This design comes from an exercise in tuning for small area on the open sky130 flow, not from production work. The RTL was checked by simulation tests, not by an equivalence proof against the original design. The clock port is modelled as an ideal driver; clocking choices that lean on that would not hold on a real chip. Power and IR drop assume default switching activity.

--- flow/design.v ---
`timescale 1ns / 1ps
module dual_axis_servo_uart_v5(
    input clk50mhz,
    input rst,
    input uart_rx,
    output reg servo_x,
    output reg servo_y1,
    output servo_y2
);
    reg [12:0] baud;
    reg [8:0]  sr;           
    reg        receiving;
    reg        axis_y;
    reg [7:0]  x_target, y_target;
    reg [7:0]  x_np, y_np;      
    wire [7:0] x_pos = ~x_np, y_pos = ~y_np;
    reg [14:0] sm;           
    reg [7:0]  r;            
    reg [11:0] q;            
    wire tick_b = baud[0] & ~baud[1] & baud[3] & ~baud[4] & ~baud[6] & ~baud[7] & baud[8] & ~baud[9] & ~baud[10] & baud[11] & ~baud[12];
    wire data_ready = ~receiving & baud[1];
    always @(posedge clk50mhz) begin
        if (rst)
            receiving <= 0;
        else if (!receiving)
            receiving <= ~uart_rx;
        else if (tick_b & sr[0])
            receiving <= 0;
    end
    always @(posedge clk50mhz) begin
        if (rst | ~receiving) begin
            baud <= 13'd3045;
            sr <= 9'h100;
        end else if (tick_b) begin
            baud <= 13'd871;
            sr <= {uart_rx, sr[8:1]};
        end else
            baud <= {baud[11:0], ~(baud[12] ^ baud[0])};
    end
    always @(posedge clk50mhz) begin
        if (rst) begin
            x_target <= 8'd192;
            y_target <= 8'd192;
            axis_y <= 0;
        end else if (data_ready) begin
            if (!axis_y) x_target <= sr[7:0];
            else y_target <= sr[7:0];
            axis_y <= ~axis_y;
        end
    end
    wire tick_s = sm[0] & sm[1] & sm[2] & sm[3] & sm[4] & sm[5] & sm[6] & sm[8] & sm[10] & sm[12] & sm[14];
    always @(posedge clk50mhz) begin
        if (rst | tick_s) sm <= 15'd15592;
        else sm <= {sm[13:0], ~(sm[14] ^ sm[13])};
    end
    wire [8:0] xlt, xgt, ylt, ygt;      
    wire [8:0] xc, yc;
    assign xlt[0] = 1'b0; assign xgt[0] = 1'b0;
    assign ylt[0] = 1'b0; assign ygt[0] = 1'b0;
    genvar i;
    generate for (i = 0; i < 8; i = i + 1) begin : g_cmp
        assign xlt[i+1] = (~x_pos[i] & x_target[i]) | (~(x_pos[i] ^ x_target[i]) & xlt[i]);
        assign xgt[i+1] = (x_pos[i] & ~x_target[i]) | (~(x_pos[i] ^ x_target[i]) & xgt[i]);
        assign ylt[i+1] = (~y_pos[i] & y_target[i]) | (~(y_pos[i] ^ y_target[i]) & ylt[i]);
        assign ygt[i+1] = (y_pos[i] & ~y_target[i]) | (~(y_pos[i] ^ y_target[i]) & ygt[i]);
    end endgenerate
    assign xc[0] = tick_s & (xlt[8] | xgt[8]);
    assign yc[0] = tick_s & (ylt[8] | ygt[8]);
    generate for (i = 0; i < 8; i = i + 1) begin : g_ud
        assign xc[i+1] = xc[i] & (x_pos[i] ^ xgt[8]);
        assign yc[i+1] = yc[i] & (y_pos[i] ^ ygt[8]);
    end endgenerate
    always @(posedge clk50mhz) begin
        if (rst) begin
            x_np <= ~8'd192;
            y_np <= ~8'd192;
        end else begin
            x_np <= x_np ^ xc[7:0];
            y_np <= y_np ^ yc[7:0];
        end
    end
    wire r_wrap = r[1] & r[2] & r[3] & r[4] & r[5] & r[6] & r[7];
    wire r_end = r[0] & r[1] & r[2] & ~r[3] & ~r[5] & ~r[6] & r[7];
    wire end_frame = q[11] & q[10] & q[9] & q[8] & q[7] & q[6] & q[3] & r_end;    
    wire lo = ~q[11] & ~q[10] & ~q[9];                                             
    wire [12:0] qc;
    assign qc[0] = r_wrap;
    generate for (i = 0; i < 12; i = i + 1) begin : g_q
        assign qc[i+1] = qc[i] & q[i];
    end endgenerate
    always @(posedge clk50mhz) begin
        if (rst | end_frame) begin
            r <= 8'd61;
            q <= 0;
        end else begin
            r <= (r_wrap & lo) ? 8'd74 : {r[6:0], ~(r[7] ^ r[5] ^ r[4] ^ r[3])};
            q <= q ^ qc[11:0];
        end
    end
    wire [8:0] xo, yo;
    assign xo[0] = 1'b0; assign yo[0] = 1'b0;
    generate for (i = 0; i < 8; i = i + 1) begin : g_pwm
        assign xo[i+1] = (~q[i] & x_pos[i]) | (~(q[i] ^ x_pos[i]) & xo[i]);
        assign yo[i+1] = (~q[i] & y_pos[i]) | (~(q[i] ^ y_pos[i]) & yo[i]);
    end endgenerate
    always @(posedge clk50mhz) begin
        if (rst) begin
            servo_x <= 0;
            servo_y1 <= 0;
        end else begin
            servo_x  <= lo & (~q[8] | xo[8]);
            servo_y1 <= lo & (~q[8] | yo[8]);
        end
    end
    assign servo_y2 = servo_y1;
endmodule
--- flow/flow/run.sh ---
#!/bin/bash
# Own layout flow:
#  1. the standard synthesis (standard.sh synth), unchanged;
#  2. the combinational logic between its registers is re-mapped by ABC with
#     a few area-oriented scripts, run side by side; the smallest netlist that
#     passes yosys's mapped-design check is kept (the registers, their names
#     and their cell types are left as the standard synthesis made them);
#  3. the standard layout steps from that netlist, with CTS told not to
#     add dummy loads and to use clkbuf_4, after which the clock buffers that
#     drive many sinks are upsized (flow/post_cts.tcl); port buffers are buf_1.
# Each tool writes its full output to a log file of its own in this folder.
set -euo pipefail
R=orfs/results/${FLOW_PLATFORM}/dual_axis_servo_uart_v5/base
LIB=${FLOW_HOME}/platforms/${FLOW_PLATFORM}/lib/sky130_fd_sc_hd__tt_025C_1v80.lib
HERE=$(pwd)

bash standard.sh synth > std_synth.log 2>&1
cp ${R}/1_2_yosys.v std_1_2_yosys.v

i=0
while IFS= read -r S; do
  [ -z "$S" ] && continue
  i=$((i+1))
  mkdir -p resyn${i}
  echo "$S" > resyn${i}/script.abc
  sed -e "s#@LIB@#${LIB}#g" -e "s#@IN@#${HERE}/std_1_2_yosys.v#" \
      -e "s#@OUT@#${HERE}/resyn${i}/out.v#" -e "s#@ABC@#${HERE}/resyn${i}/script.abc#" \
      -e "s#@STAT@#${HERE}/resyn${i}/stat.txt#" flow/resynth.ys > resyn${i}/resynth.ys
  (yosys -s resyn${i}/resynth.ys > resyn${i}.log 2>&1 || true) &
done < flow/abc_scripts.txt
wait

best=""; best_area=""
for d in resyn*/; do
  d=${d%/}
  [ -f ${d}/out.v ] && [ -f ${d}/stat.txt ] || continue
  a=$(grep 'Chip area' ${d}/stat.txt | awk '{print $NF}' || true)
  [ -n "$a" ] || continue
  if [ -z "$best" ] || awk -v a="$a" -v b="$best_area" 'BEGIN{exit !(a < b)}'; then
    best=$d; best_area=$a
  fi
done
echo "standard synthesis: $(grep 'Chip area' orfs/reports/${FLOW_PLATFORM}/dual_axis_servo_uart_v5/base/synth_stat.txt | awk '{print $NF}' || true)" > resyn_choice.log
for d in resyn*/; do echo "${d%/}: $(grep 'Chip area' ${d}stat.txt 2>/dev/null | awk '{print $NF}' || true)" >> resyn_choice.log; done
if [ -n "$best" ]; then
  echo "kept: $best ($best_area)" >> resyn_choice.log
  cp ${best}/out.v ${R}/1_2_yosys.v
  rm -f ${R}/1_synth.odb ${R}/1_synth.sdc
  bash standard.sh synth > odb.log 2>&1
else
  echo "kept: standard synthesis" >> resyn_choice.log
fi

bash standard.sh \
  "CTS_ARGS=-sink_clustering_enable -repair_clock_nets -dont_use_dummy_load -buf_list sky130_fd_sc_hd__clkbuf_4" \
  "POST_CTS_TCL=${HERE}/flow/post_cts.tcl" \
  "BUFFER_PORTS_ARGS=-buffer_cell sky130_fd_sc_hd__buf_1" \
  finish > layout.log 2>&1
--- flow/flow/abc_scripts.txt ---
strash; &get -n; &deepsyn -T 60; &nf -R 1000; &put
strash; &get -n; &deepsyn -T 60; &put; dch -f; map -a; strash; dc2; dch -f; &get -n; &nf -R 1000; &put
strash; &get -n; &deepsyn -T 60 -S 7; &put; dch -f; amap
strash; dc2; dch -f; map -a; strash; dc2; dch -f; &get -n; &nf -R 1000; &put
--- flow/flow/post_cts.tcl ---
# Upsize the clock buffers that drive many sinks, so that every flip-flop
# clock pin keeps a fast slew; the others stay small.
set resized 0
foreach inst [get_cells *] {
  if { [get_property $inst ref_name] == "sky130_fd_sc_hd__clkbuf_4" } {
    set out [get_pins -of_objects $inst -filter "direction == output"]
    set net [get_nets -of_objects $out]
    set n [llength [get_pins -of_objects $net -filter "direction == input"]]
    if { $n >= 10 } {
      replace_cell $inst sky130_fd_sc_hd__clkbuf_8
      incr resized
    }
  }
}
puts "post_cts: resized $resized clock buffers"
if { $resized > 0 } {
  detailed_placement
  check_placement -verbose
}
--- flow/flow/resynth.ys ---
# Re-map the combinational logic of the standard synthesis's netlist.
# Liberty cells are read with their functions; the flip-flop cells are kept as
# black boxes, so the registers keep their instances, names and cell types.
read_liberty -ignore_miss_func @LIB@
blackbox sky130_fd_sc_hd__df* sky130_fd_sc_hd__edf* sky130_fd_sc_hd__sdf* sky130_fd_sc_hd__sedf* sky130_fd_sc_hd__dl*
read_verilog @IN@
hierarchy -top dual_axis_servo_uart_v5
flatten
opt -purge
abc -liberty @LIB@ -dont_use *probe* -dont_use *lpflow* -script @ABC@
opt_clean -purge
hilomap -singleton -hicell sky130_fd_sc_hd__conb_1 HI -locell sky130_fd_sc_hd__conb_1 LO
insbuf -buf sky130_fd_sc_hd__buf_4 A X
read_liberty -lib @LIB@
tee -o @STAT@ stat -liberty @LIB@
check -assert -mapped
write_verilog -noattr -nohex -nodec @OUT@
--- flow/standard.sh ---
#!/bin/bash
# synth_recipe.tcl (not shown) runs the flow's synth.tcl, then flattens the netlist and writes it again
# the make line also repeats each setting of config.mk as NAME=value (left out here)
make -C /OpenROAD-flow-scripts/flow DESIGN_CONFIG=/design/flow/config.mk WORK_HOME=/design/flow/orfs CLKGATE_MAP_FILE= SYNTH_SCRIPT=/design/flow/synth_recipe.tcl "${@:-finish}"
--- flow/config.mk ---
export PLATFORM = sky130hd
export DESIGN_NAME = dual_axis_servo_uart_v5
export DESIGN_NICKNAME = dual_axis_servo_uart_v5
export VERILOG_FILES = /design/flow/design.v
export SDC_FILE = /design/flow/constraint.sdc
export NUM_CORES = 4
export LEC_CHECK = 0
export CAP_MARGIN = 0
export CORE_MARGIN = 2
export CORE_UTILIZATION = 80
export GPL_TIMING_DRIVEN = 0
export PLACE_DENSITY = 0.85
export SLEW_MARGIN = 0
--- flow/constraint.sdc ---
create_clock -name core_clock -period 20.0 [get_ports {clk50mhz}]
set_input_delay 4.0000 -clock core_clock [delete_from_list [all_inputs] [get_ports {clk50mhz}]]
set_output_delay 4.0000 -clock core_clock [all_outputs]
set_load 0.01 [all_outputs]
==> results by group, run 1 <==
GRT
  – First-pass GRT wire length: 13300 um
  – GRT Overall Usage: 0.347
  – Grt ovf: 0
  – Largest net degree at the start of global routing: 31
  – Initial antenna violation count: 0
  – Vias in the first global route: approximately 2800

Synthesis
  – Syn nets: between 300 and 400
  – Avg Cell Area, Syn: 9.53 sq um
  – Cell Area, Synth: 3480 sq um
  – Synth warn: 1
  – Gate Count Post-Synth: 365

Clocking
  – Reg clk slew, reported paths: ~80 ps
  – CTS tree: done
  – Clk sink count: 93
  – Clock latency at the later pin of the worst-skew pair: 440 ps

Placed design
  – RePlAce Congestion: 0.804
  – DP HPWL: a little over 5000 um
  – Placed Cells: about 420
  – Port Buf Inserts: 5
  – DP Area: 3580 sq um

Finish
  – Fraction of layout cells with a size suffix above 1: 0.0316
  – Nets: 385
  – Diodes inserted: 0
  – Syn-to-layout area delta: 6.26%
  – Most frequent cells in the layout: 93 x dfxtp_1, 31 x a21oi_1, 28 x nor2_1
  – Layout Cells excl Fill: 430
  – Cell area after layout: 3690 sq um
  – Fin util: 0.904
  – Most common cell after layout, fill and taps aside: dfxtp_1

Worst setup path
  – Crit Path Max Fanout: 30
  – CP cell instances: buf_1 -> clkinv_1 -> nand2_1 -> nor2_1 -> a22o_1
  – Setup CP Type: input port to flop
  – Slowest stage cell, crit path: buf_1
  – Worst Path Arrival: 6640 ps
  – Worst setup EP type: flop
  – Startpoint Class: input port
  – Crit-path max cell delay: 940 ps
  – Critical Path RT: 20320 ps

Die
  – Die Y: about 70 um
  – Site Rows: 23
  – Starting Density: 0.851
  – Die X-Extent: 69.9 um
  – Core Area: 4090 sq um
  – Full die area: 4890 sq um
  – I/O pins: 6

STA
  – Slew @ Worst Pin: 1330 ps
  – RSZ-0062 raised after global routing: false
  – Final min period: 6320 ps
  – Final hold slack: 424 ps
  – Clock Skews: about 18 ps
  – Relative slew margins: 0.116
  – Number of setup violations in the final report: 0
  – Max frequency: between 0.15 and 0.2 GHz
  – Hold Vio Cnt, Final: 0
  – Final Max Slew Viols: 0
  – TNS Setup: 0 ps
  – Period utilization: 0.316

Power
  – Comb pwr share: 0.039
  – Clock power frac: 0.313
  – Switching share of power: 0.221
  – Psw: 0.0658 mW
  – Seq pwr share: 0.648
  – LEAKAGE: 1.38 nW
  – Pwr dens: between 80 and 90 nW/um^2
  – Internal: about 0.23 mW
  – Peak supply drop: 0.0712 mV

Detailed routing
  – Post-route DRC: 0
  – Initial DRC Count: 360
  – DRT Pass-1 Iters: 6
  – Post-Route WL: 8060 um
  – Vias: 3020
  – Post-DR wirelength/cell: 18.7 um
  – Final ANT Viol Nets: 0
  – Post-DR vias/cell: 7.02

Run status
  – Status: complete, no violations

Flow run
  – Maxcap violations: 0

Worst hold path
  – Type of the most critical hold path: flop to flop
==> worst max-delay path: cells and delay by family <==
| family | cells | cell delay [ps] |
|---|---|---|
| AO/OA/AOI/OAI | 1 | 270 |
| buffers and inverters | 2 | 1790 |
| AND/OR/NAND/NOR | 2 | 570 |
==> routing by layer <==
metal  vias to the layer above  part of all wire  global-route usage
met5                         -                 0                   0
met4                         0             0.030               0.147
met3                        39             0.072              0.0649
met2                       149              0.49               0.595
met1                      1425              0.41               0.430
li1                       1407                 -                   -
==> per-stage QoR <==
stage / power (mW) / setup WS, ps
finish: 0.298 / 13680
global route: 0.306 / 13470
detailed placement: 0.208 / 13320
global placement: 0.207 / 13030
floorplan: 0.204 / 14930
==> final timing paths <==
kind | cells after the start | slack (ps) | startpoint | end
worst min-delay path | 1 | 420 | baud[5] | baud[6]
worst max-delay path | 5 | 13680 | rst | sr[7]
worst min register to register | 1 | 420 | baud[5] | baud[6]
worst max register to register | 11 | 17340 | sm[6] | x_np[6]
==> cell type report <==
class	instances	area, sq um
multi-input combinational	257	1560
inverter	14	52.6
sequential	93	1860
clock buffer	9	118
buffer	1	7.51
tap	50	62.6
fill	184	392
timing repair buffer	6	30.0
==> power by group through the flow <==
stage / clock network (mW) / logic (mW) / registers, mW
floorplan: 0 / 0.00788 / 0.196
global placement: 0 / 0.0103 / 0.197
detailed placement: 0 / 0.0113 / 0.197
global route: 0.100 / 0.0128 / 0.194
finish: 0.0933 / 0.0117 / 0.193
==> sequential cells by signal, indices dropped and copies added, names as in the netlist <==
signal / count
q: 12
servo_x: 1
y_target: 8
y_np: 8
x_target: 8
sm: 15
x_np: 8
baud: 13
axis_y: 1
servo_y1: 1
sr: 9
receiving: 1
r: 8
==> run 2: changes to the inputs <==
--- a/flow/config.mk
+++ b/flow/config.mk
@@ -9,5 +9,5 @@
 export CORE_MARGIN = 2
-export CORE_UTILIZATION = 80
+export CORE_UTILIZATION = 90
 export GPL_TIMING_DRIVEN = 0
-export PLACE_DENSITY = 0.85
+export PLACE_DENSITY = 0.95
 export SLEW_MARGIN = 0
==> run 2 against run 1 <==
The run now fails in global placement without I/O. Synthesized cell count unchanged. Area after synthesis unchanged.
==> results by group, run 2 <==
Run status
  – Status: aborted with a tool error
  – First Error: [ERROR GPL-0301] Utilization 107.778 % exceeds 100%.
  – Stop stage: global placement without I/O

Synthesis
  – Avg Cell Area, Syn: 9.53 sq um (unchanged)
  – Synth warn: 1 (unchanged)
  – Syn nets: 368 (unchanged)
  – Cell Area, Synth: 3480 sq um (unchanged)
  – Gate Count Post-Synth: 365 (unchanged)

Die
  – Starting Density: 0.943 (+0.0918)
  – Site Rows: 22 (-4.3%)
  – Die X-Extent: 66.2 um (-5.4%)
  – Die Y: 66.2 um (-5.4%)
==> run 3: changes to the inputs <==
--- a/flow/config.mk
+++ b/flow/config.mk
@@ -8,4 +8,6 @@
 export CAP_MARGIN = 0
+export CELL_PAD_IN_SITES_DETAIL_PLACEMENT = 0
+export CELL_PAD_IN_SITES_GLOBAL_PLACEMENT = 0
 export CORE_MARGIN = 2
-export CORE_UTILIZATION = 90
+export CORE_UTILIZATION = 88
 export GPL_TIMING_DRIVEN = 0
==> run 3 against run 2 <==
The flow again stops in global placement without I/O. Area after synthesis stayed put. Synthesized cell count stayed put.
==> results by group, run 3 <==
Synthesis
  – Cell Area, Synth: 3480 sq um (unchanged)
  – Synth warn: 1 (unchanged)
  – Syn nets: 368 (unchanged)
  – Avg Cell Area, Syn: 9.53 sq um (unchanged)
  – Gate Count Post-Synth: 365 (unchanged)

Die
  – Die X-Extent: 66.9 um (+1.1%)
  – Die Y: 66.9 um (+1.1%)
  – Starting Density: 0.929 (-0.0139)
  – Site Rows: 22 (unchanged)

Run status
  – First Error: [ERROR GPL-0301] Utilization 106.167 % exceeds 100%.
  – Status: aborted with a tool error
  – Stop stage: global placement without I/O
==> run 4: changes to the inputs <==
==> flow/flow/abc_scripts.txt (replaced) <==
strash; &get -n; &deepsyn -T 60; &nf -R 1000; &put
strash; &get -n; &deepsyn -T 60 -S 3; &nf -R 1000; &put
strash; &get -n; &deepsyn -T 60; &put; dch -f; map -a; strash; dc2; dch -f; &get -n; &nf -R 1000; &put
strash; &get -n; &deepsyn -T 60 -S 7; &put; dch -f; amap
--- a/flow/flow/post_cts.tcl
+++ b/flow/flow/post_cts.tcl
@@ -8,3 +8,3 @@
     set n [llength [get_pins -of_objects $net -filter "direction == input"]]
-    if { $n >= 10 } {
+    if { $n >= 11 } {
       replace_cell $inst sky130_fd_sc_hd__clkbuf_8
--- a/flow/flow/resynth.ys
+++ b/flow/flow/resynth.ys
@@ -12,3 +12,3 @@
 hilomap -singleton -hicell sky130_fd_sc_hd__conb_1 HI -locell sky130_fd_sc_hd__conb_1 LO
-insbuf -buf sky130_fd_sc_hd__buf_4 A X
+insbuf -buf sky130_fd_sc_hd__buf_1 A X
 read_liberty -lib @LIB@
--- a/flow/config.mk
+++ b/flow/config.mk
@@ -8,8 +8,6 @@
 export CAP_MARGIN = 0
-export CELL_PAD_IN_SITES_DETAIL_PLACEMENT = 0
-export CELL_PAD_IN_SITES_GLOBAL_PLACEMENT = 0
 export CORE_MARGIN = 2
-export CORE_UTILIZATION = 88
+export CORE_UTILIZATION = 80
 export GPL_TIMING_DRIVEN = 0
-export PLACE_DENSITY = 0.95
+export PLACE_DENSITY = 0.85
 export SLEW_MARGIN = 0
==> run 4 against run 3 <==
Synthesized cell count is the same. Now clean on timing, DRC and antenna. Area after synthesis shrank 0.11%.
==> results by group, run 4 <==
Worst setup path
  – Critical Path RT: 20310 ps
  – R2r setup slk: 17390 ps
  – Setup CP Type: input port to flop
  – Crit Path Max Fanout: 30
  – Levels on crit path: 5
  – Critical Path End: sr[6]
  – Worst r2r src: sm[10]
  – Crit-path max cell delay: 960 ps
  – Reg2Reg Depth: 11
  – Worst Path Arrival: 6790 ps
  – Worst setup EP type: flop
  – RR Endpoint: x_np[6]
  – Startpoint Class: input port
  – Cell class contributing the biggest share of worst-path delay: buffers and inverters
  – Worst Path Buf+Inv: 2
  – CP cell instances: buf_1 -> clkinv_1 -> nand2_1 -> nor2_1 -> a22o_1
  – Worst setup startpoint: rst
  – Slowest stage cell, crit path: buf_1

Detailed routing
  – Post-DR wirelength/cell: 18.8 um
  – DRT Pass-1 Iters: 5
  – Post-Route WL: about 8000 um
  – Initial DRC Count: 390
  – Post-route DRC: 0
  – Post-DR vias/cell: 6.95
  – Vias: 2989
  – Final ANT Viol Nets: 0

STA
  – Final Max Slew Viols: 0
  – Final min period: 6490 ps
  – Number of setup violations in the final report: 0
  – TNS Setup: 0 ps
  – Max frequency: 0.154 GHz
  – Slew @ Worst Pin: 1340 ps
  – Clock Skews: 41.3 ps
  – Period utilization: 0.324
  – Hold Vio Cnt, Final: 0
  – Final hold slack: 430 ps
  – RSZ-0062 raised after global routing: false
  – Relative slew margins: 0.108
  – Worst Setup Slack, final: 13510 ps

Die
  – Die X-Extent: 69.9 um (+4.5%)
  – Core Area: 4090 sq um
  – I/O pins: 6
  – Starting Density: 0.850 (-0.0788)
  – Site Rows: 23 (+4.5%)
  – Die Y: 69.9 um (+4.5%)
  – Full die area: 4880 sq um

Finish
  – Diodes inserted: 0
  – Most frequent cells in the layout: 93 x dfxtp_1, 31 x a21oi_1, 28 x nor2_1
  – Max reg flops: 15
  – Fraction of layout cells with a size suffix above 1: 0.0289
  – Syn-to-layout area delta: 5.98%
  – Fin util: 0.901
  – Reg with most FFs: sm
  – Top Registers: sm x15, baud x13, q x12
  – Most common cell after layout, fill and taps aside: dfxtp_1
  – Nets: just under 400

Power
  – Tot Pwr: 0.295 mW
  – Clock power frac: 0.306
  – Peak supply drop: 0.0740 mV
  – Seq pwr share: 0.654
  – Switching share of power: 0.220
  – LEAKAGE: 1.37 nW
  – Psw: 0.0651 mW
  – Comb pwr share: 0.039
  – Pwr dens: ~80 nW/um^2
  – Internal: 0.230 mW

Clocking
  – Clock latency at the later pin of the worst-skew pair: 460 ps
  – Clk sink count: 93
  – Reg clk slew, reported paths: ~70 ps
  – CTS tree: done

Synthesis
  – Cell Area, Synth: 3470 sq um (-0.11%)
  – Syn nets: 368 (unchanged)
  – Avg Cell Area, Syn: 9.52 sq um (-0.11%)
  – Gate Count Post-Synth: 365 (unchanged)
  – Synth warn: 1 (unchanged)

Placed design
  – Port Buf Inserts: 5
  – DP HPWL: 5020 um
  – RePlAce Congestion: a little under 0.8
  – Pre-CTS setup slack: 13220 ps

GRT
  – GRT Overall Usage: 0.357
  – Initial antenna violation count: 0
  – Largest net degree at the start of global routing: 31
  – Vias in the first global route: 2833
  – First-pass GRT wire length: 13700 um
  – Grt ovf: 0

Run status
  – Status: complete, no violations

Worst hold path
  – Type of the most critical hold path: flop to flop

Flow run
  – Maxcap violations: 0
run 4: cell type report:
class                      count  area (sq um)
timing repair buffer           6          26.3
multi-input combinational    257          1560
buffer                         1          3.75
clock buffer                   9           111
inverter                      14          52.6
fill                         198           405
tap                           50          62.6
sequential                    93          1860
run 4: stage by stage:
step	cells	area (sq um)
5_1_grt	430	3680
2_1_floorplan	365	3470
3_5_place_dp	421	3570
6_report	430	3680
3_3_place_gp	420	3550
run 4: how the worst min path moves through the flow:
stage | from | endpoint | slack, ps | cells past startpoint
2_1_floorplan | sm[9] | sm[10] | 390 | 1
3_3_place_gp | sm[11] | sm[12] | 400 | 1
3_5_place_dp | sm[11] | sm[12] | 410 | 1
5_1_grt | sm[11] | sm[12] | 450 | 1
6_report | sm[11] | sm[12] | 430 | 1
run 4: per-layer routing:
metal | part of all wire | vias to the layer above | global-route usage
met4 | 0.042 | 0 | 0.182
met2 | 0.47 | 164 | 0.571
li1 | - | 1398 | -
met3 | 0.075 | 33 | 0.0693
met5 | 0 | - | 0
met1 | 0.41 | 1394 | 0.464
run 4: power groups by stage:
| stage | registers [mW] | clock network, mW | logic, mW |
|---|---|---|---|
| final | 0.193 | 0.0905 | 0.0116 |
| after global routing | 0.193 | 0.0970 | 0.0127 |
| after detailed placement | 0.197 | 0 | 0.0112 |
| after global placement | 0.197 | 0 | 0.0103 |
| after floorplan | 0.196 | 0 | 0.00779 |
==> run 5: changes to the inputs <==
--- a/flow/flow/post_cts.tcl
+++ b/flow/flow/post_cts.tcl
@@ -9,3 +9,3 @@
     if { $n >= 11 } {
-      replace_cell $inst sky130_fd_sc_hd__clkbuf_8
+      replace_cell $inst sky130_fd_sc_hd__buf_6
       incr resized
--- a/flow/config.mk
+++ b/flow/config.mk
@@ -8,2 +8,3 @@
 export CAP_MARGIN = 0
+export CORE_ASPECT_RATIO = 0.4
 export CORE_MARGIN = 2
==> run 5 against run 4 <==
Clock power decreased by 7.5%. Global-route usage decreased by 2.3 points. Final cell count increased by 2.1%. Synthesized cell count unchanged. Final area decreased by 0.37%. Critical path depth unchanged. Clock skew increased by 19 ps.
==> results by group, run 5 <==
STA
  – Final min period: 6430 ps (-53.0 ps)
  – Number of setup violations in the final report: 0 (unchanged)
  – Hold Vio Cnt, Final: 0 (unchanged)
  – Slew @ Worst Pin: 1330 ps (-10.3 ps)
  – Max frequency: 0.155 GHz (+0.82%)
  – Clock Skews: 59.9 ps (+18.6 ps)
  – RSZ-0062 raised after global routing: false
  – Period utilization: 0.322 (-0.00265)
  – TNS Setup: 0 ps (unchanged)
  – Final hold slack: 434 ps (+4.61 ps)
  – Worst Setup Slack, final: 13570 ps (+53.0 ps)
  – Relative slew margins: 0.115 (+0.00685)
  – Final Max Slew Viols: 0 (unchanged)

Power
  – Comb pwr share: 0.039 (about the same)
  – Pwr dens: 78.6 nW/um^2 (-2.1%)
  – LEAKAGE: 1.36 nW (-0.79%)
  – Clock power frac: 0.290 (-0.016)
  – Internal: 0.223 mW (-3.1%)
  – Psw: 0.0650 mW (-0.24%)
  – Seq pwr share: 0.670 (+0.016)
  – Peak supply drop: 0.0714 mV (-3.5%)
  – Switching share of power: 0.225 (+0.00498)

Finish
  – Fraction of layout cells with a size suffix above 1: 0.0289 (unchanged)
  – Most common cell after layout, fill and taps aside: dfxtp_1
  – FILL cells: 231 (+17%)
  – Syn-to-layout area delta: 5.58%
  – Fin util: 0.868 (-0.0324)
  – Most frequent cells in the layout: 93 x dfxtp_1, 31 x a21oi_1, 28 x nor2_1
  – Diodes inserted: 0 (unchanged)
  – Max reg flops: 15 (unchanged)
  – Reg with most FFs: sm
  – Nets: 385 (unchanged)
  – Layout Cells excl Fill: 439 (+2.1%)
  – Top Registers: sm x15, baud x13, q x12

Synthesis
  – Cell Area, Synth: 3470 sq um (unchanged)
  – Syn nets: 368 (unchanged)
  – Avg Cell Area, Syn: 9.52 sq um (unchanged)
  – Gate Count Post-Synth: 365 (unchanged)
  – Synth warn: 1 (unchanged)

Placed design
  – DP HPWL: 5380 um (+7.3%)
  – Pre-CTS setup slack: 13200 ps (-19.4 ps)
  – RePlAce Congestion: 0.886 (+12%)
  – Placed Cells: 430 (+2.1%)
  – Port Buf Inserts: 5 (unchanged)

Die
  – Full die area: 4940 sq um (+1.2%)
  – Die Y: 45.7 um (-35%)
  – Core Area: 4220 sq um (+3.3%)
  – Die X-Extent: 108 um (+55%)
  – I/O pins: 6 (unchanged)
  – Starting Density: 0.823 (-0.0275)
  – Site Rows: 15 (-35%)

Detailed routing
  – Post-DR vias/cell: 6.59 (-5.2%)
  – Vias: 2892 (-3.2%)
  – DRT Pass-1 Iters: 4 (-1)
  – Initial DRC Count: 196 (-50%)
  – Post-route DRC: 0 (unchanged)
  – Post-DR wirelength/cell: 17.2 um (-8.1%)
  – Post-Route WL: 7570 um (-6.2%)
  – Final ANT Viol Nets: 0 (unchanged)

Worst setup path
  – CP cell instances: buf_1 -> clkinv_1 -> nand2_1 -> nor2_1 -> and2_0
  – Crit-path max cell delay: 950 ps (about the same)
  – Worst Path Buf+Inv: 2 (unchanged)
  – Worst Path Arrival: 6710 ps (-80 ps)
  – Crit Path Max Fanout: 30 (unchanged)
  – Cell class contributing the biggest share of worst-path delay: buffers and inverters
  – Critical Path RT: 20280 ps (-30 ps)
  – Slowest stage cell, crit path: buf_1
  – Setup CP Type: input port to flop
  – Worst setup EP type: flop
  – Startpoint Class: input port

Run status
  – Status: complete, no violations

GRT
  – Vias in the first global route: 2613 (-7.8%)
  – Largest net degree at the start of global routing: 31 (unchanged)
  – Grt ovf: 0 (unchanged)
  – First-pass GRT wire length: 12200 um (-11%)
  – Initial antenna violation count: 0 (unchanged)
  – GRT Overall Usage: 0.335 (-0.0227)

Worst hold path
  – Type of the most critical hold path: flop to flop

Clocking
  – Reg clk slew, reported paths: 80 ps (about the same)
  – Clk sink count: 93 (unchanged)
  – Clock latency at the later pin of the worst-skew pair: 450 ps (about the same)
  – CTS tree: done

Flow run
  – Maxcap violations: 0 (unchanged)
==> run 5: final timing paths <==
path / slack (ps) / cells past startpoint / to / startpoint
setup / recovery: 13570 / 5 / baud[4] / rst
hold / removal: 430 / 1 / baud[3] / baud[2]
hold reg to reg: 430 / 1 / baud[3] / baud[2]
setup reg to reg: 17410 / 10 / q[10] / r[3]
==> run 5: metrics by stage <==
step | total power, mW | instance area [sq um]
global route | 0.296 | 3670
detailed placement | 0.208 | 3580
global placement | 0.207 | 3570
floorplan | 0.204 | 3470
finish | 0.288 | 3670
==> run 5: power by group through the flow <==
stage	clock network (mW)	registers, mW	logic (mW)
after floorplan	0	0.196	0.00779
after global placement	0	0.197	0.0103
after detailed placement	0	0.197	0.0112
after global routing	0.0899	0.193	0.0124
final	0.0837	0.193	0.0114
==> run 5: cell type report <==
cell class	count	area, sq um	share of cell area
Clock buffer	9	86.3	0.0235
Inverter	14	52.6	0.0143
Buffer	1	3.75	0.00102
Multi-Input combinational cell	257	1560	0.426
Tap cell	59	73.8	0.0201
Timing Repair Buffer	6	26.3	0.00716
Sequential cell	93	1860	0.508
==> run 5: per-layer routing <==
layer,up-vias,track usage,part of all wire
met2,100,0.560,0.45
met3,15,0.101,0.073
li1,1403,-,-
met5,-,0,0
met4,0,0.133,0.013
met1,1374,0.422,0.46
==> run 5: worst reg2reg max path, cell delays in order, from the launching register on <==
cell and delay, ps:
dfxtp_1 420, nand3_1 100, nor2_1 220, and2_0 280, and3_1 290, and3_1 250
and3_1 270, and3_1 240, and2_0 180, nor2_1 60, nor3_1 150
==> run 6: changes to the inputs <==
--- a/flow/config.mk
+++ b/flow/config.mk
@@ -8,3 +8,2 @@
 export CAP_MARGIN = 0
-export CORE_ASPECT_RATIO = 0.4
 export CORE_MARGIN = 2
==> run 6 against run 5 <==
First-iteration DRC count increased by 49%. Global-route usage increased by 0.86 points. Worst setup slack got worse by 100 ps. Flip-flop and latch count unchanged. Sequential share of layout area increased by 0.052 points. Sequential power about the same. Non-clock buffer count unchanged. Clock power increased by 3.8%. Worst hold slack got worse by 12 ps. Count of clock-buffer cells in the layout unchanged. Maximum frequency decreased by 1.6%. Critical path type unchanged. Critical endpoint is now sr[6]. Largest cell class unchanged.
==> results by group, run 6 <==
Finish
  – Fraction of layout cells with a size suffix above 1: 0.0289 (unchanged)
  – Most common cell after layout, fill and taps aside: dfxtp_1
  – FILL cells: 200 (-13%)
  – Top Registers: sm x15, baud x13, q x12
  – Reg with most FFs: sm
  – Layout Cells excl Fill: 430 (-2.1%)
  – Syn-to-layout area delta: 5.48%
  – Most frequent cells in the layout: 93 x dfxtp_1, 31 x a21oi_1, 28 x nor2_1
  – Max reg flops: 15 (unchanged)
  – Diodes inserted: 0 (unchanged)
  – Nets: 385 (unchanged)

Synthesis
  – Cell Area, Synth: 3470 sq um (unchanged)
  – Gate Count Post-Synth: 365 (unchanged)
  – Synth warn: 1 (unchanged)
  – Avg Cell Area, Syn: 9.52 sq um (unchanged)
  – Syn nets: 368 (unchanged)

Detailed routing
  – Final ANT Viol Nets: 0 (unchanged)
  – Post-route DRC: 0 (unchanged)
  – Post-Route WL: 7700 um (+1.7%)
  – DRT Pass-1 Iters: 5 (+1)
  – Initial DRC Count: 293 (+49%)
  – Vias: 2943 (+1.8%)
  – Post-DR wirelength/cell: 17.9 um (+3.8%)
  – Post-DR vias/cell: 6.84 (+3.9%)

Worst setup path
  – Startpoint Class: input port
  – Worst setup EP type: flop
  – Worst r2r src: sm[10]
  – Reg2Reg Depth: 11 (+1)
  – Critical Path End: sr[6]
  – Critical Path RT: 20300 ps (+20 ps)
  – Crit Path Max Fanout: 30 (unchanged)
  – Worst setup startpoint: rst
  – RR Endpoint: x_np[6]
  – R2r setup slk: 17410 ps (about the same)
  – Setup CP Type: input port to flop
  – Worst Path Arrival: 6830 ps (+120 ps)

Worst hold path
  – Type of the most critical hold path: flop to flop

GRT
  – First-pass GRT wire length: 13300 um (+9.2%)
  – Grt ovf: 0 (unchanged)
  – Largest net degree at the start of global routing: 31 (unchanged)
  – Vias in the first global route: 2838 (+8.6%)
  – GRT Overall Usage: 0.343 (+0.00855)
  – Initial antenna violation count: 0 (unchanged)

Placed design
  – Port Buf Inserts: 5 (unchanged)
  – DP HPWL: 5020 um (-6.8%)
  – Pre-CTS setup slack: 13220 ps (+19.4 ps)
  – Placed Cells: 421 (-2.1%)
  – RePlAce Congestion: 0.788 (-11%)

STA
  – RSZ-0062 raised after global routing: false
  – Final min period: 6530 ps (+101 ps)
  – TNS Setup: 0 ps (unchanged)
  – Final Max Slew Viols: 0 (unchanged)
  – Slew @ Worst Pin: 1360 ps (+36.7 ps)
  – Period utilization: 0.327 (+0.00507)
  – Hold Vio Cnt, Final: 0 (unchanged)
  – Final hold slack: 423 ps (-11.8 ps)
  – Relative slew margins: 0.0904 (-0.0245)
  – Max frequency: 0.153 GHz (-1.6%)
  – Clock Skews: 70.7 ps (+10.8 ps)
  – Number of setup violations in the final report: 0 (unchanged)
  – Worst Setup Slack, final: 13470 ps (-101 ps)

Power
  – Psw: 0.0657 mW (+1.1%)
  – Seq pwr share: 0.663 (-0.007)
  – Clock power frac: 0.298 (+0.008)
  – Internal: 0.226 mW (+1.3%)
  – Pwr dens: 79.7 nW/um^2 (+1.4%)
  – Switching share of power: 0.225 (-0.000435)
  – LEAKAGE: 1.37 nW (+0.21%)
  – Peak supply drop: 0.0757 mV (+6.0%)
  – Comb pwr share: 0.039 (about the same)

Run status
  – Status: complete, no violations

Die
  – Full die area: 4880 sq um (-1.1%)
  – I/O pins: 6 (unchanged)
  – Die X-Extent: 69.9 um (-35%)
  – Die Y: 69.9 um (+53%)
  – Core Area: 4090 sq um (-3.2%)
  – Site Rows: 23 (+8)
  – Starting Density: 0.850 (+0.0275)

Clocking
  – Clk sink count: 93 (unchanged)
  – Reg clk slew, reported paths: 100 ps (+20 ps)
  – Clock latency at the later pin of the worst-skew pair: 470 ps (+20 ps)
  – CTS tree: done

Flow run
  – Maxcap violations: 0 (unchanged)
-- run 6: stage by stage --
step	cell area [sq um]	total power, mW	utilization
3_5_place_dp	3570	0.208	0.874
3_3_place_gp	3550	0.207	0.870
2_1_floorplan	3470	0.204	-
6_report	3660	0.292	0.897
5_1_grt	3660	0.300	0.897
-- run 6: worst max-delay path, cell delays in order --
cell      delay [ps]
buf_1            970
clkinv_1         920
nand2_1          410
nor2_1           250
a22o_1           280
-- run 6: worst min-delay path by stage --
| stage | startpoint | endpoint | slack [ps] | cells after the start |
|---|---|---|---|---|
| after floorplan | sm[9] | sm[10] | 390 | 1 |
| after global placement | sm[11] | sm[12] | 400 | 1 |
| after detailed placement | sm[11] | sm[12] | 410 | 1 |
| after global routing | sm[7] | sm[8] | 440 | 1 |
| final | sm[7] | sm[8] | 420 | 1 |
-- run 6: final cells by class --
cell class,count,area [sq um],share of cell area
tap,50,62.6,0.0171
buffer,1,3.75,0.00102
inverter,14,52.6,0.0143
clock buffer,9,93.8,0.0256
multi-input combinational,257,1560,0.427
timing repair buffer,6,26.3,0.00717
sequential,93,1860,0.508
-- run 6: power by group through the flow --
stage / Clock, mW / Combinational, mW / Sequential, mW
2_1_floorplan: 0 / 0.00779 / 0.196
6_report: 0.0869 / 0.0115 / 0.193
3_3_place_gp: 0 / 0.0103 / 0.197
3_5_place_dp: 0 / 0.0112 / 0.197
5_1_grt: 0.0933 / 0.0126 / 0.194
-- run 6: per-layer routing --
layer / share of wire / vias to the layer above / GRT usage
li1: - / 1398 / -
met1: 0.42 / 1397 / 0.437
met2: 0.48 / 109 / 0.558
met3: 0.055 / 39 / 0.0620
met4: 0.040 / 0 / 0.182
met5: 0 / - / 0
==> run 7: changes to the inputs <==
--- a/flow/config.mk
+++ b/flow/config.mk
@@ -8,2 +8,3 @@
 export CAP_MARGIN = 0
+export CORE_ASPECT_RATIO = 0.7
 export CORE_MARGIN = 2
==> run 7 against run 6 <==
Sequential share of layout area is essentially flat. First-iteration DRC count shrank 14%. Critical endpoint is now q[3]. Clock power shrank 3.5%. Final area is essentially flat. Combinational power is essentially flat. Sequential power is essentially flat. Global-route usage shrank 1.5 points. Clock skew shrank 9.1 ps. Critical path depth grew 1. Maximum frequency shrank 0.34%.
==> results by group, run 7 <==
Synthesis
  – Synth warn: 1 (unchanged)
  – Avg Cell Area, Syn: 9.52 sq um (unchanged)
  – Syn nets: 368 (unchanged)
  – Gate Count Post-Synth: 365 (unchanged)
  – Cell Area, Synth: 3470 sq um (unchanged)

STA
  – TNS Setup: 0 ps (unchanged)
  – Worst Setup Slack, final: 13440 ps (-22.1 ps)
  – Max frequency: 0.153 GHz (-0.34%)
  – Final Max Slew Viols: 0 (unchanged)
  – Relative slew margins: 0.0438 (-0.0467)
  – Hold Vio Cnt, Final: 0 (unchanged)
  – Number of setup violations in the final report: 0 (unchanged)
  – RSZ-0062 raised after global routing: false
  – Period utilization: 0.328 (+0.00110)
  – Slew @ Worst Pin: 1430 ps (+70.0 ps)
  – Final hold slack: 414 ps (-8.95 ps)
  – Clock Skews: 61.6 ps (-9.09 ps)
  – Final min period: 6560 ps (+22.1 ps)

Power
  – Tot Pwr: 0.288 mW (-1.2%)
  – Switching share of power: 0.221 (-0.00395)
  – Comb pwr share: 0.039 (about the same)
  – Seq pwr share: 0.670 (+0.007)
  – Clock power frac: 0.291 (-0.007)
  – LEAKAGE: 1.36 nW (-0.11%)
  – Pwr dens: 78.7 nW/um^2 (-1.2%)
  – Internal: 0.225 mW (-0.66%)
  – Psw: 0.0638 mW (-2.9%)
  – Peak supply drop: 0.0921 mV (+22%)

Detailed routing
  – Post-route DRC: 0 (unchanged)
  – Vias: 2908 (-1.2%)
  – Final ANT Viol Nets: 0 (unchanged)
  – DRT Pass-1 Iters: 5 (unchanged)
  – Post-DR wirelength/cell: 17.3 um (-3.3%)
  – Post-Route WL: 7530 um (-2.2%)
  – Post-DR vias/cell: 6.69 (-2.3%)
  – Initial DRC Count: 251 (-14%)

GRT
  – First-pass GRT wire length: 11900 um (-10%)
  – Grt ovf: 0 (unchanged)
  – Vias in the first global route: 2607 (-8.1%)
  – Initial antenna violation count: 0 (unchanged)
  – Largest net degree at the start of global routing: 31 (unchanged)
  – GRT Overall Usage: 0.328 (-0.0150)

Placed design
  – Pre-CTS setup slack: 13200 ps (-12.0 ps)
  – Port Buf Inserts: 5 (unchanged)
  – Placed Cells: 426 (+1.2%)
  – RePlAce Congestion: 0.817 (+3.7%)
  – DP Area: 3580 sq um (+0.18%)
  – DP HPWL: 5050 um (+0.57%)

Finish
  – Nets: 385 (unchanged)
  – Fin util: 0.862 (-0.0347)
  – Most frequent cells in the layout: 93 x dfxtp_1, 31 x a21oi_1, 28 x nor2_1
  – FILL cells: 234 (+17%)
  – Syn-to-layout area delta: 5.55% (about the same)
  – Most common cell after layout, fill and taps aside: dfxtp_1
  – Fraction of layout cells with a size suffix above 1: 0.0289 (unchanged)
  – Register area: 1860 sq um (unchanged)
  – Layout Cells excl Fill: 435 (+1.2%)
  – Diodes inserted: 0 (unchanged)
  – Multi-input logic area: 1560 sq um (unchanged)
  – Top Registers: sm x15, baud x13, q x12
  – Reg with most FFs: sm
  – Cell area after layout: 3670 sq um (about the same)
  – Max reg flops: 15 (unchanged)

Clocking
  – Clk sink count: 93 (unchanged)
  – Reg clk slew, reported paths: 80 ps (-20 ps)
  – Clock latency at the later pin of the worst-skew pair: 450 ps (-20 ps)
  – CTS tree: done

Worst setup path
  – Crit Path Max Fanout: 30 (unchanged)
  – Startpoint Class: input port
  – Worst setup EP type: flop
  – Setup CP Type: input port to flop
  – Critical Path RT: 20280 ps (-20 ps)
  – Worst Path Arrival: 6830 ps (about the same)

Die
  – I/O pins: 6 (unchanged)
  – Die X-Extent: 82.8 um (+18%)
  – Starting Density: 0.816 (-0.0335)
  – Core Area: 4250 sq um (+4.1%)
  – Site Rows: 20 (-13%)
  – Die Y: 59.1 um (-15%)
  – Full die area: 4890 sq um (+0.18%)

Worst hold path
  – Type of the most critical hold path: flop to flop

Flow run
  – Maxcap violations: 0 (unchanged)

Run status
  – Status: complete, no violations
==> run 7: area by class of cell <==
| type | count | area share |
|---|---|---|
| well taps | 55 | 0.0188 |
| flip-flops and latches | 93 | 0.508 |
| inverters | 14 | 0.0143 |
| repair buffers | 6 | 0.00717 |
| plain buffers | 1 | 0.00102 |
| multi-input cells | 257 | 0.426 |
| clock buffers | 9 | 0.0246 |
==> run 7: final timing paths <==
kind                            slack, ps  cells past startpoint   start       to
worst min-delay path                  410                      1   sm[9]   sm[10]
worst min register to register        410                      1   sm[9]   sm[10]
worst max-delay path                13440                      6     rst     q[3]
worst max register to register      17480                     10  sm[14]  x_np[5]
==> run 7: metal layers <==
| metal | share of wire | global-route usage |
|---|---|---|
| met4 | 0.018 | 0.112 |
| met2 | 0.46 | 0.528 |
| met5 | 0 | 0 |
| met1 | 0.45 | 0.434 |
| met3 | 0.075 | 0.0869 |
==> run 7: power groups by stage <==
| stage | clock network, mW | logic, mW | registers, mW |
|---|---|---|---|
| finish | 0.0839 | 0.0112 | 0.193 |
| global route | 0.0901 | 0.0125 | 0.194 |
| detailed placement | 0 | 0.0111 | 0.197 |
| global placement | 0 | 0.0103 | 0.197 |
| floorplan | 0 | 0.00779 | 0.196 |
==> run 7: critical path, cell delays in order <==
cell      delay, ps
buf_1          1020
clkinv_1        910
o41ai_2         400
buf_4           300
o21bai_1        130
a21oi_1          50
==> run 8: changes to the inputs <==
--- a/flow/flow/run.sh
+++ b/flow/flow/run.sh
@@ -54,3 +54,3 @@
 bash standard.sh \
-  "CTS_ARGS=-sink_clustering_enable -repair_clock_nets -dont_use_dummy_load -buf_list sky130_fd_sc_hd__clkbuf_4" \
+  "CTS_ARGS=-sink_clustering_enable -repair_clock_nets -dont_use_dummy_load -buf_list sky130_fd_sc_hd__clkbuf_8" \
   "POST_CTS_TCL=${HERE}/flow/post_cts.tcl" \
--- a/flow/flow/post_cts.tcl
+++ b/flow/flow/post_cts.tcl
@@ -9,3 +9,3 @@
     if { $n >= 11 } {
-      replace_cell $inst sky130_fd_sc_hd__buf_6
+      replace_cell $inst sky130_fd_sc_hd__clkbuf_8
       incr resized
--- a/flow/config.mk
+++ b/flow/config.mk
@@ -8,3 +8,2 @@
 export CAP_MARGIN = 0
-export CORE_ASPECT_RATIO = 0.7
 export CORE_MARGIN = 2
==> run 8 against run 7 <==
Sequential share of layout area down 0.22 points. Critical endpoint is now baud[3]. Clock skew is 48 ps lower. Critical path depth fell by 1. Global-route usage grew 0.70 points. Final area increased by 0.44%. Non-clock buffer count is the same. Count of clock-buffer cells in the layout did not move. Largest power group unchanged. Synthesized cell count down 2.7%. Via count down 1.7%. Area after synthesis fell by 0.47%. Combinational power barely moved.
==> results by group, run 8 <==
Clocking
  – Reg clk slew, reported paths: 80 ps (about the same)
  – Clock latency at the later pin of the worst-skew pair: 350 ps (-100 ps)
  – CTS tree: done
  – Clk sink count: 93 (unchanged)

STA
  – RSZ-0062 raised after global routing: false
  – Number of setup violations in the final report: 0 (unchanged)
  – Final min period: 5750 ps (-803 ps)
  – Relative slew margins: 0.403 (+0.359)
  – Hold Vio Cnt, Final: 0 (unchanged)
  – Final Max Slew Viols: 0 (unchanged)
  – Period utilization: 0.288 (-0.0402)
  – Slew @ Worst Pin: 884 ps (-551 ps)
  – Clock Skews: 14.0 ps (-47.6 ps)
  – Max frequency: 0.174 GHz (+14%)
  – TNS Setup: 0 ps (unchanged)

Die
  – Die Y: 69.7 um (+18%)
  – Starting Density: 0.846 (+0.0295)
  – Full die area: 4860 sq um (-0.62%)
  – Core Area: 4090 sq um (-3.9%)
  – I/O pins: 6 (unchanged)
  – Site Rows: 23 (+15%)
  – Die X-Extent: 69.7 um (-16%)

Worst setup path
  – Critical Path End: baud[3]
  – Startpoint Class: input port
  – Worst Path Arrival: 5990 ps (-840 ps)
  – Crit Path Max Fanout: 35 (+17%)
  – Slowest stage cell, crit path: clkbuf_2
  – RR Endpoint: x_np[6]
  – Worst setup EP type: flop
  – Setup CP Type: input port to flop
  – Worst setup startpoint: rst
  – CP cell instances: clkbuf_2 -> clkinv_1 -> nand2_1 -> nor2_1 -> and2_0
  – Crit-path max cell delay: 550 ps (-470 ps)
  – Reg2Reg Depth: 11 (+1)
  – R2r setup slk: 17400 ps (-80 ps)
  – Worst r2r src: x_np[4]
  – Critical Path RT: 20230 ps (-50 ps)

Synthesis
  – Synth warn: 1 (unchanged)
  – Cell Area, Synth: 3460 sq um (-0.47%)
  – Gate Count Post-Synth: 355 (-2.7%)
  – Syn nets: 358 (-2.7%)
  – Avg Cell Area, Syn: 9.74 sq um (+2.3%)

Finish
  – Register area: 1860 sq um (unchanged)
  – Fraction of layout cells with a size suffix above 1: 0.0324 (+0.00349)
  – Syn-to-layout area delta: 6.51%
  – Top Registers: sm x15, baud x13, q x12
  – Most frequent cells in the layout: 93 x dfxtp_1, 31 x a21oi_1, 24 x nor2_1
  – Reg with most FFs: sm
  – Max reg flops: 15 (unchanged)
  – Nets: 375 (-2.6%)
  – FILL cells: 189 (-19%)
  – Multi-input logic area: 1550 sq um (-0.56%)
  – Diodes inserted: 0 (unchanged)
  – Most common cell after layout, fill and taps aside: dfxtp_1

Placed design
  – Port Buf Inserts: 5 (unchanged)
  – DP HPWL: 5220 um (+3.5%)
  – RePlAce Congestion: 0.836 (+2.3%)

Power
  – LEAKAGE: 1.39 nW (+1.8%)
  – Peak supply drop: 0.0774 mV (-16%)
  – Pwr dens: 81.8 nW/um^2 (+3.9%)
  – Tot Pwr: 0.301 mW (+4.4%)

Run status
  – Status: complete, no violations

Detailed routing
  – Initial DRC Count: 378 (+51%)
  – Final ANT Viol Nets: 0 (unchanged)
  – DRT Pass-1 Iters: 6 (+1)
  – Post-Route WL: 7670 um (+1.9%)
  – Post-DR vias/cell: 6.80 (+1.8%)
  – Post-DR wirelength/cell: 18.3 um (+5.5%)
  – Post-route DRC: 0 (unchanged)
  – Vias: 2858 (-1.7%)

Flow run
  – Maxcap violations: 0 (unchanged)

GRT
  – First-pass GRT wire length: 12800 um (+7.2%)
  – Largest net degree at the start of global routing: 36 (+16%)
  – GRT Overall Usage: 0.335 (+0.00698)
  – Vias in the first global route: 2646 (+1.5%)
  – Grt ovf: 0 (unchanged)
  – Initial antenna violation count: 0 (unchanged)

Worst hold path
  – Type of the most critical hold path: flop to flop
-- run 8: cell type report --
| class | instances | area share |
|---|---|---|
| sequential | 93 | 0.506 |
| multi-input combinational | 249 | 0.422 |
| clock buffer | 9 | 0.0336 |
| tap | 50 | 0.0170 |
| inverter | 12 | 0.0122 |
| timing repair buffer | 6 | 0.00849 |
| buffer | 1 | 0.00102 |
-- run 8: routing by layer --
| layer | routed length [um] | global-route usage | share of wire | up-vias |
|---|---|---|---|---|
| met4 | 188 | 0.145 | 0.025 | 0 |
| met1 | 3290 | 0.441 | 0.43 | 1349 |
| met3 | 393 | 0.0654 | 0.051 | 24 |
| met5 | 0 | 0 | 0 | - |
| met2 | 3800 | 0.543 | 0.50 | 101 |
| li1 | - | - | - | 1384 |
-- run 8: per-stage QoR --
stage / cells / util / setup WS, ps / hold WS (ps) / instance area [sq um]
detailed placement: 411 / 0.870 / 13160 / 397 / 3560
floorplan: 355 / - / 14930 / 390 / 3460
global route: 420 / 0.901 / 14100 / 443 / 3680
global placement: 410 / 0.866 / 13060 / 396 / 3540
finish: 420 / 0.901 / 14250 / 402 / 3680
-- run 8: how the worst min path moves through the flow --
stage / depth (start not counted) / endpoint / startpoint
6_report: 1 / sm[12] / sm[11]
5_1_grt: 1 / sm[12] / sm[11]
3_5_place_dp: 1 / sm[12] / sm[11]
3_3_place_gp: 1 / sm[10] / sm[9]
2_1_floorplan: 1 / sm[10] / sm[9]
-- run 8: report_power, final --
group	total, mW	internal (mW)	switching (mW)
Sequential	0.193	0.190	0.00335
Clock	0.0964	0.0404	0.0560
Combinational	0.0115	0.00476	0.00679
-- run 8: worst max-delay path: cells and delay by family --
kind | cells | cell delay, ps
simple gates | 3 | 880
buf+inv | 2 | 1100
==> run 9: changes to the inputs <==
--- a/flow/flow/run.sh
+++ b/flow/flow/run.sh
@@ -54,3 +54,3 @@
 bash standard.sh \
-  "CTS_ARGS=-sink_clustering_enable -repair_clock_nets -dont_use_dummy_load -buf_list sky130_fd_sc_hd__clkbuf_8" \
+  "CTS_ARGS=-sink_clustering_enable -repair_clock_nets -dont_use_dummy_load -buf_list sky130_fd_sc_hd__clkbuf_16" \
   "POST_CTS_TCL=${HERE}/flow/post_cts.tcl" \
==> run 9 against run 8 <==
Worst hold slack gained 4.1 ps. Clock skew shrank 3.2 ps. Critical endpoint is now x_target[1]. Final cell count is the same. Still clean. Utilization grew 2.5 points. Largest power group unchanged.
==> results by group, run 9 <==
Run status
  – Status: complete, no violations

Finish
  – Fraction of layout cells with a size suffix above 1: 0.0324 (unchanged)
  – FILL cells: 152 (-20%)
  – Diodes inserted: 0 (unchanged)
  – Multi-input logic area: 1550 sq um (unchanged)
  – Most frequent cells in the layout: 93 x dfxtp_1, 31 x a21oi_1, 24 x nor2_1
  – Register area: 1860 sq um (unchanged)
  – Most common cell after layout, fill and taps aside: dfxtp_1
  – Max reg flops: 15 (unchanged)
  – Syn-to-layout area delta: 9.45%
  – Nets: 375 (unchanged)
  – Reg with most FFs: sm
  – Layout Cells excl Fill: 420 (unchanged)
  – Top Registers: sm x15, baud x13, q x12

STA
  – Worst Setup Slack, final: 14200 ps (-49.5 ps)
  – Clock Skews: 10.8 ps (-3.19 ps)
  – Slew @ Worst Pin: 848 ps (-35.1 ps)
  – Final min period: 5800 ps (+49.5 ps)
  – Period utilization: 0.290 (+0.00248)
  – Final Max Slew Viols: 0 (unchanged)
  – RSZ-0062 raised after global routing: false
  – Max frequency: 0.172 GHz (-0.85%)
  – TNS Setup: 0 ps (unchanged)
  – Relative slew margins: 0.426 (+0.0238)
  – Hold Vio Cnt, Final: 0 (unchanged)
  – Number of setup violations in the final report: 0 (unchanged)

Power
  – LEAKAGE: 1.44 nW (+3.3%)
  – Pwr dens: 92.1 nW/um^2 (+13%)
  – Peak supply drop: 0.0836 mV (+8.1%)

Clocking
  – Clock latency at the later pin of the worst-skew pair: 340 ps (about the same)
  – CTS tree: done
  – Reg clk slew, reported paths: 60 ps (-20 ps)
  – Clk sink count: 93 (unchanged)

Detailed routing
  – Post-DR vias/cell: 7.44 (+9.3%)
  – DRT Pass-1 Iters: 6 (unchanged)
  – Initial DRC Count: 461 (+22%)
  – Post-DR wirelength/cell: 22.1 um (+21%)
  – Post-route DRC: 0 (unchanged)
  – Post-Route WL: 9300 um (+21%)
  – Vias: 3123 (+9.3%)
  – Final ANT Viol Nets: 0 (unchanged)

Placed design
  – Pre-CTS setup slack: 13160 ps (unchanged)
  – RePlAce Congestion: 0.836 (unchanged)
  – Port Buf Inserts: 5 (unchanged)
  – Placed Cells: 411 (unchanged)
  – DP HPWL: 5220 um (unchanged)

Worst setup path
  – Critical Path RT: 20230 ps (about the same)
  – Setup CP Type: input port to flop
  – Startpoint Class: input port
  – Worst Path Arrival: 6030 ps (+40 ps)
  – Crit Path Max Fanout: 35 (unchanged)
  – Worst setup EP type: flop

GRT
  – Grt ovf: 0 (unchanged)
  – GRT Overall Usage: 0.408 (+0.0727)
  – Initial antenna violation count: 0 (unchanged)
  – Vias in the first global route: 3032 (+15%)
  – Largest net degree at the start of global routing: 36 (unchanged)
  – First-pass GRT wire length: 15400 um (+21%)

Die
  – Die Y: 69.7 um (unchanged)
  – Core Area: 4090 sq um (unchanged)
  – Starting Density: 0.846 (unchanged)
  – Die X-Extent: 69.7 um (unchanged)
  – Full die area: 4860 sq um (unchanged)
  – Site Rows: 23 (unchanged)
  – I/O pins: 6 (unchanged)

Synthesis
  – Cell Area, Synth: 3460 sq um (unchanged)
  – Synth warn: 1 (unchanged)
  – Gate Count Post-Synth: 355 (unchanged)
  – Avg Cell Area, Syn: 9.74 sq um (unchanged)
  – Syn nets: 358 (unchanged)

Worst hold path
  – Type of the most critical hold path: flop to flop

Flow run
  – Maxcap violations: 0 (unchanged)
run 9: stage by stage:
step	hold WS (ps)	cell area, sq um	util	power (mW)
floorplan	390	3460	-	0.204
global placement	396	3540	0.866	0.207
detailed placement	397	3560	0.870	0.208
global route	423	3780	0.926	0.354
finish	406	3780	0.926	0.348
run 9: worst paths after layout:
path,from,to,slack (ps),cells after the start
worst min-delay path,sm[11],sm[12],410,1
worst max register to register,x_np[4],x_np[5],17270,10
worst min register to register,sm[11],sm[12],410,1
worst max-delay path,rst,x_target[1],14200,6
run 9: final cells by class:
cell class	instances	share of cell area
Tap cell	50	0.0165
Multi-Input combinational cell	249	0.411
Sequential cell	93	0.492
Inverter	12	0.0119
Timing Repair Buffer	6	0.00827
Clock buffer	9	0.0595
Buffer	1	0.000992
run 9: critical path, cell delays in order:
cell and delay [ps]:
clkbuf_2 400, nor2_1 330, nand2_1 100, nor2_1 650, nor2_1 270, a22o_1 260
run 9: report_power, final:
part / switching [mW] / internal [mW] / total, mW
Combinational: 0.00714 / 0.00476 / 0.0119
Sequential: 0.00346 / 0.190 / 0.193
Clock: 0.0637 / 0.0792 / 0.143
Total: 0.0743 / 0.274 / 0.348
run 9: layer usage:
metal  track usage  share of wire  vias up
met3         0.102          0.095       63
li1              -              -     1378
met5             0              0        -
met4         0.220          0.057        0
met1         0.509           0.38     1438
met2         0.653           0.47      244
==> run 10: changes to the inputs <==
--- a/flow/design.v
+++ b/flow/design.v
@@ -15,3 +15,3 @@
     reg [7:0]  x_np, y_np;      
-    wire [7:0] x_pos = ~x_np, y_pos = ~y_np;
+    wire [7:0] x_pos = x_np ^ 8'd245, y_pos = y_np ^ 8'd114;
     reg [14:0] sm;           
@@ -74,4 +74,4 @@
         if (rst) begin
-            x_np <= ~8'd192;
-            y_np <= ~8'd192;
+            x_np <= 8'd192 ^ 8'd245;
+            y_np <= 8'd192 ^ 8'd114;
         end else begin
--- a/flow/flow/run.sh
+++ b/flow/flow/run.sh
@@ -54,3 +54,3 @@
 bash standard.sh \
-  "CTS_ARGS=-sink_clustering_enable -repair_clock_nets -dont_use_dummy_load -buf_list sky130_fd_sc_hd__clkbuf_16" \
+  "CTS_ARGS=-sink_clustering_enable -repair_clock_nets -dont_use_dummy_load -buf_list sky130_fd_sc_hd__clkbuf_4" \
   "POST_CTS_TCL=${HERE}/flow/post_cts.tcl" \
--- a/flow/flow/post_cts.tcl
+++ b/flow/flow/post_cts.tcl
@@ -9,3 +9,3 @@
     if { $n >= 11 } {
-      replace_cell $inst sky130_fd_sc_hd__clkbuf_8
+      replace_cell $inst sky130_fd_sc_hd__buf_6
       incr resized
--- a/flow/config.mk
+++ b/flow/config.mk
@@ -8,2 +8,3 @@
 export CAP_MARGIN = 0
+export CORE_ASPECT_RATIO = 2.0
 export CORE_MARGIN = 2
==> run 10 against run 9 <==
Clock skew grew 47 ps. Worst hold slack got worse by 40 ps. Count of clock-buffer cells in the layout stayed put. Worst setup slack got worse by 800 ps. Flip-flop and latch count stayed put. Maximum frequency is 12% lower. Wire length fell by 13%. Register-to-register slack gained 40 ps. Synthesized cell count is 3.4% higher. Sequential share of layout area rose by 1.9 points. Critical endpoint is now q[1]. Highest routed layer unchanged.
==> results by group, run 10 <==
Synthesis
  – Avg Cell Area, Syn: 9.42 sq um (-3.3%)
  – Cell Area, Synth: 3460 sq um (about the same)
  – Gate Count Post-Synth: 367 (+3.4%)
  – Syn nets: 370 (+3.4%)
  – Synth warn: 1 (unchanged)

STA
  – Clock Skews: 58.1 ps (+47.3 ps)
  – Relative slew margins: 0.104 (-0.322)
  – Slew @ Worst Pin: 1340 ps (+495 ps)
  – Number of setup violations in the final report: 0 (unchanged)
  – TNS Setup: 0 ps (unchanged)
  – Final hold slack: 366 ps (-39.7 ps)
  – Max frequency: 0.151 GHz (-12%)
  – Hold Vio Cnt, Final: 0 (unchanged)
  – Final Max Slew Viols: 0 (unchanged)
  – Period utilization: 0.330 (+0.0399)
  – RSZ-0062 raised after global routing: false
  – Final min period: 6600 ps (+799 ps)

Detailed routing
  – Post-route DRC: 0 (unchanged)
  – Vias: 2948 (-5.6%)
  – Initial DRC Count: 141 (-69%)
  – Final ANT Viol Nets: 0 (unchanged)
  – DRT Pass-1 Iters: 8 (+2)
  – Post-DR wirelength/cell: 18.6 um (-16%)
  – Post-Route WL: 8060 um (-13%)
  – Post-DR vias/cell: 6.79 (-8.6%)

GRT
  – Vias in the first global route: 2909 (-4.1%)
  – Initial antenna violation count: 0 (unchanged)
  – Grt ovf: 0 (unchanged)
  – GRT Overall Usage: 0.360 (-0.0479)
  – Largest net degree at the start of global routing: 31 (-14%)
  – First-pass GRT wire length: 13400 um (-13%)

Die
  – Starting Density: 0.837 (-0.00902)
  – Die X-Extent: 50.5 um (-28%)
  – Core Area: 4130 sq um (+1.0%)
  – Site Rows: 33 (+43%)
  – Die Y: 97.0 um (+39%)
  – Full die area: 4890 sq um (+0.63%)
  – I/O pins: 6 (unchanged)

Finish
  – Fraction of layout cells with a size suffix above 1: 0.0288 (-0.00364)
  – Top Registers: sm x15, baud x13, q x12
  – Diodes inserted: 0 (unchanged)
  – Most common cell after layout, fill and taps aside: dfxtp_1
  – Register area: 1860 sq um (unchanged)
  – Cell area after layout: 3640 sq um (-3.8%)
  – Reg with most FFs: sm
  – Nets: 387 (+3.2%)
  – Multi-input logic area: 1550 sq um (-0.56%)
  – Max reg flops: 15 (unchanged)
  – Syn-to-layout area delta: 5.36%
  – Layout Cells excl Fill: 434 (+3.3%)
  – Most frequent cells in the layout: 93 x dfxtp_1, 38 x a21oi_1, 31 x nor2_1
  – FILL cells: 218 (+43%)

Flow run
  – Maxcap violations: 0 (unchanged)

Worst setup path
  – RR Endpoint: x_np[6]
  – Worst setup EP type: flop
  – Reg2Reg Depth: 12 (+2)
  – Startpoint Class: input port
  – Worst Path Arrival: 6860 ps (+830 ps)
  – R2r setup slk: 17310 ps (+40 ps)
  – CP cell instances: buf_1 -> clkinv_1 -> o41ai_2 -> buf_4 -> o21bai_1 -> a21oi_1
  – Crit-path max cell delay: 1000 ps (+350 ps)
  – Setup CP Type: input port to flop
  – Crit Path Max Fanout: 30 (-14%)
  – Critical Path RT: 20260 ps (+30 ps)
  – Slowest stage cell, crit path: clkinv_1
  – Worst r2r src: sm[4]

Placed design
  – DP HPWL: 5630 um (+7.7%)
  – Port Buf Inserts: 5 (unchanged)
  – RePlAce Congestion: 0.900 (+7.7%)
  – Placed Cells: 425 (+3.4%)
  – DP Area: 3550 sq um (about the same)

Run status
  – Status: complete, no violations

Clocking
  – Reg clk slew, reported paths: 90 ps (+30 ps)
  – Clk sink count: 93 (unchanged)
  – Clock latency at the later pin of the worst-skew pair: 440 ps (+100 ps)
  – CTS tree: done

Worst hold path
  – Hold EP: sm[12]
  – Min-delay src: sm[11]
  – Type of the most critical hold path: flop to flop
  – Hold depth: 1 (unchanged)

Power
  – Pwr dens: 78.4 nW/um^2 (-15%)
  – LEAKAGE: 1.37 nW (-4.6%)
  – Peak supply drop: 0.0775 mV (-7.3%)
## run 10: worst max-delay path by stage
stage | start | to
2_1_floorplan | rst | x_target[0]
3_3_place_gp | rst | q[1]
3_5_place_dp | rst | q[1]
5_1_grt | rst | q[1]
6_report | rst | q[1]
## run 10: metrics by stage
step	utilization	total power, mW	setup slack [ps]
global placement	0.857	0.207	12930
detailed placement	0.861	0.208	13110
finish	0.882	0.286	13400
global route	0.882	0.295	13260
floorplan	-	0.203	14930
## run 10: layer usage
| layer | GRT usage | wire, um | up-vias |
|---|---|---|---|
| li1 | - | - | 1404 |
| met1 | 0.378 | 2930 | 1396 |
| met2 | 0.641 | 4380 | 110 |
| met3 | 0.0633 | 338 | 38 |
| met4 | 0.210 | 411 | 0 |
| met5 | 0 | 0 | - |
## run 10: critical path, delay by kind of cell
family | cells | cell delay [ps]
buffers and inverters | 3 | 2250
AOI/OAI and AO/OA | 3 | 590
## run 10: area by class of cell
type	instances	share of cell area
flip-flops and latches	93	0.511
inverters	14	0.0144
plain buffers	1	0.00103
multi-input cells	259	0.424
clock buffers	9	0.0237
well taps	52	0.0179
repair buffers	6	0.00722
## run 10: power by group
part | switching [mW] | internal (mW)
Sequential | 0.00339 | 0.190
Combinational | 0.00700 | 0.00436
Clock | 0.0526 | 0.0284
Total | 0.0630 | 0.223

port drivers added, routing unchanged:
No port has a modelled driver above. Below, the same layouts with a new extraction and two added sets of constraints.
Step 1 assumes that a clkbuf_16 drives the clock port and a buf_2 every other input.
Step 2 moves the port delays by t, midway between the first and last clock arrival at a register: inputs arrive t later, outputs are due t later. That takes back most of the time a late clock gives input paths.
Slacks: ideal ports / drivers / drivers and shift; pairs: ideal ports / drivers.
run | shift t [ns] | slack for setup (ns) | worst setup path at the end | worst register clock-pin slew, ns
run 1 | 0.457 | 13.676 / 13.667 / 13.210 | input to register | 0.09 / 0.09
run 4 | 0.465 | 13.514 / 13.483 / 13.018 | input to register | 0.11 / 0.11
run 5 | 0.441 | 13.567 / 13.561 / 13.121 | input to register | 0.11 / 0.11
run 6 | 0.459 | 13.466 / 13.437 / 12.978 | input to register | 0.10 / 0.10
run 7 | 0.447 | 13.444 / 13.436 / 12.989 | input to register | 0.10 / 0.10
run 8 | 0.376 | 14.247 / 14.255 / 13.879 | input to register | 0.08 / 0.08
run 9 | 0.369 | 14.197 / 14.211 / 13.841 | input to register | 0.06 / 0.06
run 10 | 0.435 | 13.398 / 13.393 / 12.958 | input to register | 0.10 / 0.10
After both steps every run listed still meets setup and hold. For run 4, which loses most, drivers alone change the setup slack by -0.031 ns; drivers and shift together by -0.496 ns.
